This is an optimization exercise on Yosys and OpenROAD, whose aim is small area, not a production implementation.
Function was checked by simulation only, so behaviour that the tests miss may differ from the original.
No activity file was given, so power comes from the tool's default toggle rates.

==> flow/design.v <==
module ula (
    input signed [15:0] A, B,
    input [2:0] param,
    output reg signed [15:0] S
);
    always @(*) begin
        case (param)
				3'b000: S = B;
            3'b001: S = A + B;  
            3'b010: S = A + B;  
            3'b011: S = A - B;  
            3'b100: S = A - B;  
            3'b101: S = A * B;  
				3'b110: S = 16'b0;
				3'b111: S = A;
            default: S = 16'b0;
        endcase
    end
endmodule
module memoria(input clk, input enable, input ativar_clear,
	input [3:0] endereco_reg1, input [3:0] endereco_reg2, 
	input [3:0] endereco_escrita, input [15:0] conteudo_escrita, 
	output [15:0] conteudo_reg1, output [15:0] conteudo_reg2);
	reg [15:0] banco_mem [15:0];
	integer i;  
	assign conteudo_reg1 = banco_mem[endereco_reg1];
	assign conteudo_reg2 = banco_mem[endereco_reg2];
	always@(posedge clk) begin  
		 if(ativar_clear) begin  
			 for (i = 0; i < 16; i = i + 1) begin
					banco_mem[i] <= 16'd0;
			 end
		 end
		 else if (enable) begin
			 banco_mem[endereco_escrita] <= conteudo_escrita; 
		 end
	end
endmodule
module binarioParaBCD (
    input [15:0] binario,
    output reg [3:0] dezenaDeMilhar, milhar, centena, dezena, unidade
);
    integer i;
    reg [19:0] bcd; 
    always @(binario) begin
        bcd = 20'b0;
        for (i = 15; i >= 0; i = i - 1) begin
            if (bcd[3:0] >= 5) bcd[3:0] = bcd[3:0] + 3;
            if (bcd[7:4] >= 5) bcd[7:4] = bcd[7:4] + 3;
            if (bcd[11:8] >= 5) bcd[11:8] = bcd[11:8] + 3;
            if (bcd[15:12] >= 5) bcd[15:12] = bcd[15:12] + 3;
            if (bcd[19:16] >= 5) bcd[19:16] = bcd[19:16] + 3;
            bcd = bcd << 1;
            bcd[0] = binario[i];
        end
        unidade = bcd[3:0];
        dezena = bcd[7:4];
        centena = bcd[11:8];
        milhar = bcd[15:12];
        dezenaDeMilhar = bcd[19:16];
    end
endmodule
module debounce_Botao(
    input clk, rst, botaoAgora,
    output reg botaoPressionado
);
    reg [19:0] contador;
    reg botaoAnterior;
    reg botaoEstavel;
    always @(posedge clk) begin
    if (rst) begin
        contador <= 20'b0;
        botaoAnterior <= 1'b0;
        botaoEstavel <= 1'b0;
        botaoPressionado <= 1'b0;
    end else begin
        if (botaoAgora != botaoAnterior) begin
            if (contador < 20'd50) begin
                contador <= contador + 1;
            end else begin
                botaoEstavel <= botaoAgora;
                contador <= 20'b0;
            end
        end else begin
            contador <= 20'b0;
    end
    botaoAnterior <= botaoEstavel;
    if (botaoEstavel && !botaoAnterior) begin
        botaoPressionado <= 1'b1;
    end else begin
        botaoPressionado <= 1'b0;
    end
    end
    end
endmodule
module lcd(
    input wire clk,
    input wire reset,       
    input wire sinal_start,
    input wire [2:0] entrada_op,
    input wire [3:0] entrada_end,  
    input wire signed [15:0] entrada_valor,
    output reg [7:0] saida_dados,  
    output reg lcd_rs,        
    output reg lcd_rw,  
    output reg lcd_e  
);
    reg [2:0] op_salva;
    reg [3:0] end_salvo;
    reg signed [15:0] val_salvo;  
    localparam [7:0] CMD_SET_FUNC = 8'h38;  
    localparam [7:0] CMD_LIGAR    = 8'h0C;  
    localparam [7:0] CMD_LIMPAR   = 8'h01;  
    localparam [7:0] CMD_MODO     = 8'h06;  
    localparam [31:0] T_INI_LONGO  = 32'd1_000;  
    localparam [31:0] T_CMD_CURTO  = 32'd20;  
    localparam [31:0] T_CMD_LENTO  = 32'd200;  
    localparam [31:0] T_PULSO      = 32'd6;  
    function [7:0] lista_cmds;
        input [1:0] i;
        case (i)
            2'd0: lista_cmds = CMD_SET_FUNC;
            2'd1: lista_cmds = CMD_LIGAR;
            2'd2: lista_cmds = CMD_LIMPAR;
            default: lista_cmds = CMD_MODO;
        endcase
    endfunction
    wire [15:0] val_absoluto = (val_salvo < 0) ? -val_salvo : val_salvo;  
    wire [3:0] dig_4, dig_3, dig_2, dig_1, dig_0;
    binarioParaBCD conversor (  
        .binario(val_absoluto),
        .dezenaDeMilhar(dig_4), .milhar(dig_3), .centena(dig_2), .dezena(dig_1), .unidade(dig_0)
    );
    reg [7:0] texto_tela [0:31];
    integer k;
    always @(*) begin  
        for(k=0; k<32; k=k+1) texto_tela[k] = " ";  
        case (op_salva)  
            3'b000: begin texto_tela[0]="L"; texto_tela[1]="O"; texto_tela[2]="A"; texto_tela[3]="D"; end
            3'b001: begin texto_tela[0]="A"; texto_tela[1]="D"; texto_tela[2]="D"; texto_tela[3]=" "; end
            3'b010: begin texto_tela[0]="A"; texto_tela[1]="D"; texto_tela[2]="D"; texto_tela[3]="I"; end
            3'b011: begin texto_tela[0]="S"; texto_tela[1]="U"; texto_tela[2]="B"; texto_tela[3]=" "; end
            3'b100: begin texto_tela[0]="S"; texto_tela[1]="U"; texto_tela[2]="B"; texto_tela[3]="I"; end
            3'b101: begin texto_tela[0]="M"; texto_tela[1]="U"; texto_tela[2]="L"; texto_tela[3]="T"; end
            3'b110: begin texto_tela[0]="C"; texto_tela[1]="L"; texto_tela[2]="R"; texto_tela[3]=" "; end
            3'b111: begin texto_tela[0]="D"; texto_tela[1]="P"; texto_tela[2]="L"; texto_tela[3]=" "; end
            default:begin texto_tela[0]="E"; texto_tela[1]="R"; texto_tela[2]="R"; texto_tela[3]="O"; end
        endcase
        texto_tela[10] = "[";
        texto_tela[11] = (end_salvo[3]) ? "1" : "0";  
        texto_tela[12] = (end_salvo[2]) ? "1" : "0";
        texto_tela[13] = (end_salvo[1]) ? "1" : "0";
        texto_tela[14] = (end_salvo[0]) ? "1" : "0";
        texto_tela[15] = "]";
        texto_tela[26] = (val_salvo < 0) ? "-" : "+";  
        texto_tela[27] = 8'h30 + dig_4;  
        texto_tela[28] = 8'h30 + dig_3;
        texto_tela[29] = 8'h30 + dig_2;
        texto_tela[30] = 8'h30 + dig_1;
        texto_tela[31] = 8'h30 + dig_0;
    end
    localparam [3:0]
		 EST_RESET        = 4'b0000, 
		 EST_AGUARDA_BOOT = 4'b0001, 
		 EST_OCIOSO       = 4'b0010,  
		 EST_SYNC_CPU     = 4'b0011,  
		 EST_PREPARA_BYTE = 4'b0100,  
		 EST_PULSO_E      = 4'b0101,  
		 EST_DELAY_GEN    = 4'b0110,  
		 EST_PROXIMO      = 4'b0111,  
		 EST_TRAVA_FIM    = 4'b1000;  
    localparam FASE_INIT = 1'b0;  
    localparam FASE_MSG  = 1'b1;
    reg [3:0] est_atual, est_prox;  
    reg [31:0] cnt, prox_cnt;
    reg fase_atual, prox_fase;       
    reg [5:0] index, prox_index;     
    reg [31:0] delay_alvo, prox_delay_alvo;  
    reg travar_entradas;
    reg [7:0] temp_dados, prox_temp_dados;  
    reg temp_rs, prox_temp_rs; 
    always @(posedge clk) begin  
        if(reset) begin
            est_atual  <= EST_RESET;
            cnt        <= 0;
            fase_atual <= FASE_INIT;
            index      <= 0;
            op_salva   <= 0;
            end_salvo  <= 0;
            val_salvo  <= 0;
            delay_alvo <= 0;
            temp_dados <= 0;
            temp_rs    <= 0;
        end
        else begin
            est_atual       <= est_prox;
            cnt             <= prox_cnt;
            fase_atual      <= prox_fase;
            index           <= prox_index;
            delay_alvo      <= prox_delay_alvo;
            temp_dados      <= prox_temp_dados;
            temp_rs         <= prox_temp_rs;
            if (travar_entradas) begin
                op_salva  <= entrada_op;
                end_salvo <= entrada_end;
                val_salvo <= entrada_valor;
            end
        end
    end
    always @(*) begin
        est_prox        = est_atual;
        prox_cnt        = cnt;
        prox_fase       = fase_atual;
        prox_index      = index;
        prox_delay_alvo = delay_alvo;
        prox_temp_dados = temp_dados;
        prox_temp_rs    = temp_rs;
        travar_entradas = 0;
        case(est_atual)
            EST_RESET: begin
                prox_cnt = 0;
                est_prox = EST_AGUARDA_BOOT;
            end
            EST_AGUARDA_BOOT: begin
                if (cnt < T_INI_LONGO)
                    prox_cnt = cnt + 1;
                else begin
                    prox_cnt   = 0;
                    prox_fase  = FASE_INIT;
                    prox_index = 0; 
                    est_prox   = EST_PREPARA_BYTE;  
                end
            end
            EST_OCIOSO: begin
                if (sinal_start) begin
                    prox_cnt = 0;
                    est_prox = EST_SYNC_CPU;
                end
            end
            EST_SYNC_CPU: begin
                if (cnt < 32'd40)
                    prox_cnt = cnt + 1;
                else begin
                    travar_entradas = 1;  
                    prox_fase       = FASE_MSG;
                    prox_index      = 0;
                    est_prox        = EST_PREPARA_BYTE;
                end
            end
            EST_PREPARA_BYTE: begin
                prox_cnt = 0;  
                if (fase_atual == FASE_INIT) begin
                    prox_temp_rs    = 0;
                    prox_temp_dados = lista_cmds(index[1:0]);
                    prox_delay_alvo = (index == 2) ? T_CMD_LENTO : T_CMD_CURTO;
                    est_prox        = EST_PULSO_E;
                end
                else begin
                    if (index == 0) begin  
                        prox_temp_rs = 0; 
                        prox_temp_dados = 8'h80; 
                        prox_delay_alvo = T_CMD_CURTO;
                        est_prox = EST_PULSO_E;
                    end
                    else if (index == 17) begin  
                        prox_temp_rs = 0; 
                        prox_temp_dados = 8'hC0;
                        prox_delay_alvo = T_CMD_CURTO;
                        est_prox = EST_PULSO_E;
                    end
                    else begin  
                        prox_temp_rs = 1;
                        if (index < 17)
                            prox_temp_dados = texto_tela[index - 1];
                        else
                            prox_temp_dados = texto_tela[index - 2];
                        prox_delay_alvo = T_CMD_CURTO;
                        est_prox = EST_PULSO_E;
                    end
                end
            end
            EST_PULSO_E: begin
                if (cnt < T_PULSO)
                    prox_cnt = cnt + 1;
                else begin
                    prox_cnt = 0;
                    est_prox = EST_DELAY_GEN;
                end
            end
            EST_DELAY_GEN: begin
                if (cnt < delay_alvo)
                    prox_cnt = cnt + 1;
                else
                    est_prox = EST_PROXIMO;
            end
            EST_PROXIMO: begin
                if (fase_atual == FASE_INIT) begin
                    if (index < 3) begin
                        prox_index = index + 1;
                        est_prox   = EST_PREPARA_BYTE;
                    end else begin
                        est_prox   = EST_OCIOSO;
                    end
                end
                else begin  
                    if (index < 33) begin
                        prox_index = index + 1;
                        est_prox   = EST_PREPARA_BYTE;
                    end else begin
                        est_prox   = EST_TRAVA_FIM;  
                    end
                end
            end
            EST_TRAVA_FIM: begin
                if (!sinal_start)
                    est_prox = EST_OCIOSO;
            end
            default: est_prox = EST_RESET;
        endcase
    end
    always @(*) begin  
        lcd_e       = 0;
        lcd_rw      = 0;
        lcd_rs      = temp_rs;      
        saida_dados = temp_dados;  
        if (est_atual == EST_PULSO_E)  
            lcd_e = 1;
    end
endmodule
module CPU (
    input clk,
    input rst,
    input botao_ligar_agora,
    input botao_enviar_agora,
    input [17:0] instrucao_completa,
    output reg flag_clear_memoria,  
    output reg flag_escrever,  
    output [7:0] lcd_data,
    output lcd_rs,
    output lcd_rw,
    output lcd_e,
    output lcd_on,
    output lcd_blon
);
    assign lcd_on = 1'b1;
    assign lcd_blon = 1'b1;
    localparam OP_LOAD = 3'b000;
    localparam OP_ADD = 3'b001;
    localparam OP_ADDI = 3'b010;
    localparam OP_SUB = 3'b011;
    localparam OP_SUBI = 3'b100;
    localparam OP_MUL = 3'b101;
    localparam OP_CLEAR = 3'b110;
    localparam OP_DISPLAY = 3'b111;
    localparam S_DESLIGADO = 2'd0,
               S_AGUARDANDO = 2'd1,
               S_EXECUTANDO = 2'd2;
    reg [1:0] estado;
    reg sistema_ligado;
    wire flag_ligar, flag_enviar;
    reg [2:0] lcd_opcode_latched;
    reg [3:0] lcd_logger_latched;
    reg [15:0] lcd_result_latched;
    reg [3:0] reg_1_endereco, reg_2_endereco, escrita_endereco;
    wire [15:0] reg_1_conteudo, reg_2_conteudo;
    reg [15:0] operador_1, operador_2;
    wire [15:0] conteudo_resultado;
    wire [2:0] opcode_chaves = instrucao_completa[17:15];
    wire sinal = instrucao_completa[6];
    wire [5:0] modulo_imediato_curto = instrucao_completa[5:0];
    wire [15:0] imediato_estendido;
    assign imediato_estendido =
        (sinal) ? -{10'd0, modulo_imediato_curto} :
                  {10'd0, modulo_imediato_curto};
		 memoria banco_memoria (
		 .clk(clk),
		 .enable(flag_escrever),
		 .ativar_clear(flag_clear_memoria || ~sistema_ligado),  
		 .endereco_reg1(reg_1_endereco),
		 .endereco_reg2(reg_2_endereco),
		 .endereco_escrita(escrita_endereco),
		 .conteudo_escrita(conteudo_resultado),
		 .conteudo_reg1   (reg_1_conteudo),
		 .conteudo_reg2   (reg_2_conteudo)
	);
    ula ula(
        .A(operador_1),
        .B(operador_2),
        .param(opcode_chaves),
        .S(conteudo_resultado)
    );
    lcd displayLCD(
			 .clk(clk),
			 .reset(~sistema_ligado),            
			 .sinal_start(flag_enviar),                
			 .entrada_op(lcd_opcode_latched),         
			 .entrada_end(lcd_logger_latched),         
			 .entrada_valor(lcd_result_latched),         
			 .saida_dados(lcd_data),                   
			 .lcd_rs(lcd_rs),
			 .lcd_rw(lcd_rw),
			 .lcd_e(lcd_e)
		);
    debounce_Botao detector_ligar (
        .clk(clk),
        .rst(rst),
        .botaoAgora(botao_ligar_agora),
        .botaoPressionado(flag_ligar)
    );
    debounce_Botao detector_enviar(
        .clk(clk),
        .rst(rst),
        .botaoAgora(botao_enviar_agora),
        .botaoPressionado(flag_enviar)
    );
    always@(posedge clk) begin
        if(rst)
            sistema_ligado <= 1'b0;
        else if(flag_ligar)
            sistema_ligado <= ~sistema_ligado;
    end
    always@(posedge clk) begin
        if(~sistema_ligado) begin
            estado <= S_DESLIGADO;
            lcd_opcode_latched <= 0;
            lcd_logger_latched <= 0;
            lcd_result_latched <= 0;
        end
        else begin
            case(estado)
                S_DESLIGADO: begin
                    estado <= S_AGUARDANDO;
                end
                S_AGUARDANDO: begin
                    if (flag_enviar) begin
                        lcd_opcode_latched <= opcode_chaves;
                        lcd_logger_latched <= escrita_endereco;  
                        if (opcode_chaves == OP_DISPLAY)
                            lcd_result_latched <= operador_1;  
                        else
                            lcd_result_latched <= conteudo_resultado;  
                        estado <= S_EXECUTANDO;
                    end
                end
                S_EXECUTANDO: begin
                    estado <= S_AGUARDANDO;
                end
            endcase
        end
    end
    always@(*) begin
        flag_escrever = 0;
        flag_clear_memoria = 0;
        reg_1_endereco = 0;
        reg_2_endereco = 0;
        escrita_endereco = 0;
        operador_1 = 0;
        operador_2 = 0;
        if (estado == S_AGUARDANDO || estado == S_EXECUTANDO) begin
            if (estado == S_EXECUTANDO) begin
                if (opcode_chaves == OP_CLEAR)
                    flag_clear_memoria = 1;
                else if (opcode_chaves != OP_DISPLAY)
                    flag_escrever = 1;
            end
            case (opcode_chaves)
                OP_LOAD: begin
                    escrita_endereco = instrucao_completa[14:11];
                    operador_1 = 16'd0;
                    operador_2 = imediato_estendido;
                end
                OP_ADD,
                OP_SUB: begin
                    escrita_endereco = instrucao_completa[14:11];
                    reg_1_endereco = instrucao_completa[10:7];
                    reg_2_endereco = instrucao_completa[3:0];
                    operador_1 = reg_1_conteudo;
                    operador_2 = reg_2_conteudo;
                end
                OP_ADDI,
                OP_SUBI,
                OP_MUL: begin
                    escrita_endereco = instrucao_completa[14:11];
                    reg_1_endereco = instrucao_completa[10:7];
                    operador_1 = reg_1_conteudo;
                    operador_2 = imediato_estendido;
                end
                OP_DISPLAY: begin
                    reg_1_endereco = instrucao_completa[14:11];
                    escrita_endereco = instrucao_completa[14:11];  
                    operador_1 = reg_1_conteudo;
                end
                default: begin
                end
            endcase
        end
    end
endmodule
==> flow/run.sh <==
#!/bin/bash
# synth_recipe.tcl (not shown) runs the flow's synth.tcl, then flattens the netlist and writes it again
# the make line also repeats each setting of config.mk as NAME=value (left out here)
make -C /OpenROAD-flow-scripts/flow DESIGN_CONFIG=/design/flow/config.mk WORK_HOME=/design/flow/orfs CLKGATE_MAP_FILE= SYNTH_SCRIPT=/design/flow/synth_recipe.tcl finish
==> flow/config.mk <==
export PLATFORM = sky130hd
export DESIGN_NAME = CPU
export DESIGN_NICKNAME = CPU
export VERILOG_FILES = /design/flow/design.v
export SDC_FILE = /design/flow/constraint.sdc
export NUM_CORES = 4
export LEC_CHECK = 0
export CAP_MARGIN = 20
export CORE_MARGIN = 2
export CORE_UTILIZATION = 40
export PLACE_DENSITY = 0.6
export SLEW_MARGIN = 20
==> flow/constraint.sdc <==
create_clock -name core_clock -period 18.0 [get_ports {clk}]
set_input_delay 3.6000 -clock core_clock [delete_from_list [all_inputs] [get_ports {clk}]]
set_output_delay 3.6000 -clock core_clock [all_outputs]
set_load 0.01 [all_outputs]
==> run_results.csv <==
group,metric,value,unit
die,ioPinCount,37,
logic_synthesis,ys_ff_latch,422,
setup_path,slowest_stage,"or3b_2",
sta,fin_crit,15.85,ns
placed_design,place_ws,2.25,ns
setup_path,crit_fanout,12,
route,drc,0,
setup_path,cp.arrival,16.31,ns
die,core.rowCount,103,
clocking,postCtsSetupRepairBufs,0,
sta,fmax,63.1,MHz
finish,layoutNonFillerInstCount,4449,
placed_design,gp_congestion,0.887,
setup_path,cpPeakStageDelay,0.53,ns
setup_path,critPathKind,"flip-flop to flip-flop",
logic_synthesis,syn_inst,3420,
sta,skew,0.0383,ns
sta,relSlewSlack,24.1,%
clocking,hold_buffers,0,
setup_path,r2r_slack,2.15,ns
logic_synthesis,yosysTopAreaCell,"edfxtp_1",
route,drt-pass1-iter-count,8,
finish,area_growth,8.80,%
global_routing,grt_pass1_wl,145000,um
setup_path,cpMostUsedCell,"ha_1",
die,core_area,79300,um^2
setup_path,worstReg2RegStart,"displayLCD.val_salvo[0]",
sta,finalSetupViolCount,0,
logic_synthesis,yosysSeqAreaShare,34.2,%
die,die_h,288,um
route,drt-initial-drc-count,2508,
logic_synthesis,yosysWarningCount,7,
clocking,cts_buffer_depth,3,
route,ant_nets,0,
logic_synthesis,syn-cell-area,32200,um^2
setup_path,r2r_end,"displayLCD.temp_dados[1]",
logic_synthesis,synth-main-ff-cell,"edfxtp_1",
clocking,path_clk_slew,0.07,ns
logic_synthesis,synth_area_leaders,"edfxtp_1, dfxtp_1, mux4_2, ha_1, nor2_1",
sta,worstMarginPinSlew,1.14,ns
sta,report.final.slew_viol_count,0,
global_routing,grt.total_usage,22.1,%
power_and_ir_drop,cellPowerDensity,68.5,nW/um^2
clocking,cts.htree.levels,2,
logic_synthesis,ys_types,126,
setup_path,worst_setup_path_end_kind,"flip-flop",
setup_path,crit_cells,67,
setup_path,start_kind,"flip-flop",
logic_synthesis,syn_avg_cell_area,9.40,um^2
sta,rsz0062_at_grt,"false",
logic_synthesis,async_flop_share,0,%
clocking,numCtsBuffers,44,
finish,diodes,0,
setup_path,worst_setup_path_startpoint,"displayLCD.val_salvo[0]",
outcome,status,"complete, no violations",
clocking,cts_resized,0,
clocking,cts_tree,"built",
die,die_w,288,um
route,vias_per_cell,5.88,
setup_path,rr_worst_depth,67,
logic_synthesis,synth_commonest_cells,"nor2_1, nand2_1, edfxtp_1",
clocking,clkSinkCount,422,
power_and_ir_drop,ir_drop,0.0688,mV
setup_path,endpoint,"displayLCD.temp_dados[1]",
global_routing,grt_max_degree,77,
sta,setup_tns,0,ns
finish,fillerInstances,7584,
run,maxCapViolCount,0,
finish,ff_latch_area,11000,um^2
sta,post-route-period-util,88.1,%
sta,hold_viol_final,0,
global_routing,grt-ovfl-total,0,
sta,setup_ws,2.15,ns
power_and_ir_drop,p_leak,13.5,nW
finish,final_layout_size_suffix_gt1_share,10.3,%
finish,utilization,44.1,%
global_routing,antenna_found_initial,4,
logic_synthesis,synthDominantCellAreaShare,23.9,%
setup_path,worst-endpoint-required,18.46,ns
setup_path,worst-path-buf-inv,6,
worst_hold_path,min_path_type,"flip-flop to flip-flop",
die,die-area,82700,um^2
placed_design,hpwl,63900,um
logic_synthesis,yosys.cell_count.top_type,"nor2_1",
global_routing,grt_pass1_vias,25364,
placed_design,port_buffers,33,
placed_design,place_inst,4369,
logic_synthesis,synth_edf_count,256,
clocking,clk_latency,0.58,ns
route,wirelength,92200,um
route,wire_per_inst,20.7,um
setup_path,crit_family,"compound AO/OA/AOI/OAI gates",
finish,multi_input_area,19800,um^2
finish,nNetsFinal,3618,
clocking,clock-root-buffer,"clkbuf_16",
die,initial_core_util,40.6,%
route,vias,26140,
## how the worst min path moves through the flow
stage	start	cells after the start	slack, ns	endpoint
floorplan	detector_enviar.contador[0]	1	0.41	detector_enviar.contador[0]
global placement	detector_ligar.contador[0]	1	0.43	detector_ligar.contador[0]
detailed placement	detector_ligar.contador[0]	1	0.43	detector_ligar.contador[0]
CTS	detector_ligar.contador[0]	1	0.44	detector_ligar.contador[0]
global route	detector_ligar.contador[0]	1	0.46	detector_ligar.contador[0]
finish	detector_ligar.contador[0]	1	0.44	detector_ligar.contador[0]
## per-stage QoR
| stage | cell area [um^2] | hold WS, ns | power [W] |
|---|---|---|---|
| after floorplan | 32300 | 0.413 | 0.00133 |
| after global placement | 33500 | 0.428 | 0.00146 |
| after detailed placement | 33500 | 0.431 | 0.00146 |
| after CTS | 35000 | 0.443 | 0.00240 |
| after global routing | 35000 | 0.461 | 0.00247 |
| final | 35000 | 0.438 | 0.00240 |
## cells by family after synthesis
logic type / count (synthesis) / synth area share, %
multiplexers: 206 / 10.9
flip-flops: 422 / 34.2
other: 2 / 0.0234
AND/OR/NAND/NOR: 1261 / 18.2
adder cells (fa/ha/maj): 235 / 11.0
buffers and inverters: 409 / 4.88
AO/OA/AOI/OAI: 740 / 16.6
XOR/XNOR: 145 / 4.14
## placed cells by master, fill, tap and decap left out, types with 19 or more instances in the layout
master | Yosys | routed
a21boi_0 | 41 | 41
a21o_1 | 37 | 37
a21oi_1 | 140 | 140
a221oi_1 | 46 | 43
a22oi_1 | 53 | 53
a31oi_1 | 35 | 35
and2_1 | 43 | 42
and3_1 | 37 | 37
buf_4 | 4 | 43
clkbuf_16 | 0 | 45
clkdlybuf4s50_1 | 0 | 33
conb_1 | 2 | 31
dfxtp_1 | 166 | 165
edfxtp_1 | 256 | 256
fa_1 | 80 | 80
ha_1 | 151 | 151
inv_1 | 192 | 192
mux2i_1 | 70 | 70
mux4_2 | 112 | 112
nand2_1 | 364 | 363
nand2b_1 | 22 | 22
nand3_1 | 67 | 66
nand4_1 | 21 | 21
nor2_1 | 465 | 465
nor2b_1 | 87 | 83
nor3_1 | 43 | 43
nor4_1 | 31 | 31
o211a_1 | 19 | 19
o211ai_1 | 19 | 19
o21ai_0 | 114 | 114
xnor2_1 | 91 | 91
xor2_1 | 47 | 47
## state kept, by name (all words and copies together) (netlist names), 2 cells and up
register	count
banco_memoria.banco_mem	256
displayLCD.cnt	32
detector_enviar.contador	20
detector_ligar.contador	20
displayLCD.texto_tela	17
displayLCD.val_salvo	16
lcd_result_latched	16
displayLCD.temp_dados	8
displayLCD.index	6
displayLCD.end_salvo	4
displayLCD.est_atual	4
lcd_logger_latched	4
displayLCD.op_salva	3
lcd_opcode_latched	3
displayLCD.delay_alvo	2
estado	2
## area by class of cell
type                            count  share of cell area (%)
Timing Repair Buffer               77                    1.92
Tap cell                         1050                    3.75
Sequential cell                   422                    31.5
Clock buffer                       56                    3.39
Multi-Input combinational cell   2618                    56.5
Inverter                          202                    2.17
Clock inverter                     24                   0.819
## metal layers
layer  up-vias  global-route usage, %  wire length [um]
met2      1023                   35.8             42100
met4         8                   6.52              2280
met1     12715                   30.3             39800
met3       175                   3.88              7900
li1      12219                      -                 -
met5         -                      0                51
## power breakdown
| part | total [W] | internal (W) | switching, W |
|---|---|---|---|
| combinational | 0.000355 | 0.000128 | 0.000227 |
| sequential | 0.00109 | 0.00107 | 0.0000225 |
| clock | 0.000947 | 0.000542 | 0.000404 |
| total | 0.00240 | 0.00174 | 0.000654 |

## re-timing with driven ports
No port has a modelled driver above. Below, the same layout with a new extraction and two added sets of constraints. Step 1 sets driving cells, clkbuf_16 on the clock port and buf_2 on the other inputs (assumed; they add their load-dependent delay and slew). Step 2, shift: input delay + t, output delay - t, t = (earliest + latest rising clock arrival at the registers) / 2. This alone moves slack from input paths to output paths. Slacks: ideal / step 1 / step 2; pairs: ideal / step 1.
shift t [ns]: 0.619
setup slack, ns: 2.149 / 2.149 / 2.149
slew at the worst register clock pin (ns): 0.07 / 0.07
worst slew at a driven data input, ns: 0.08
After both steps this run still meets setup and hold. For this run, drivers alone change the setup slack by 0.000 ns; drivers and shift together by 0.000 ns.
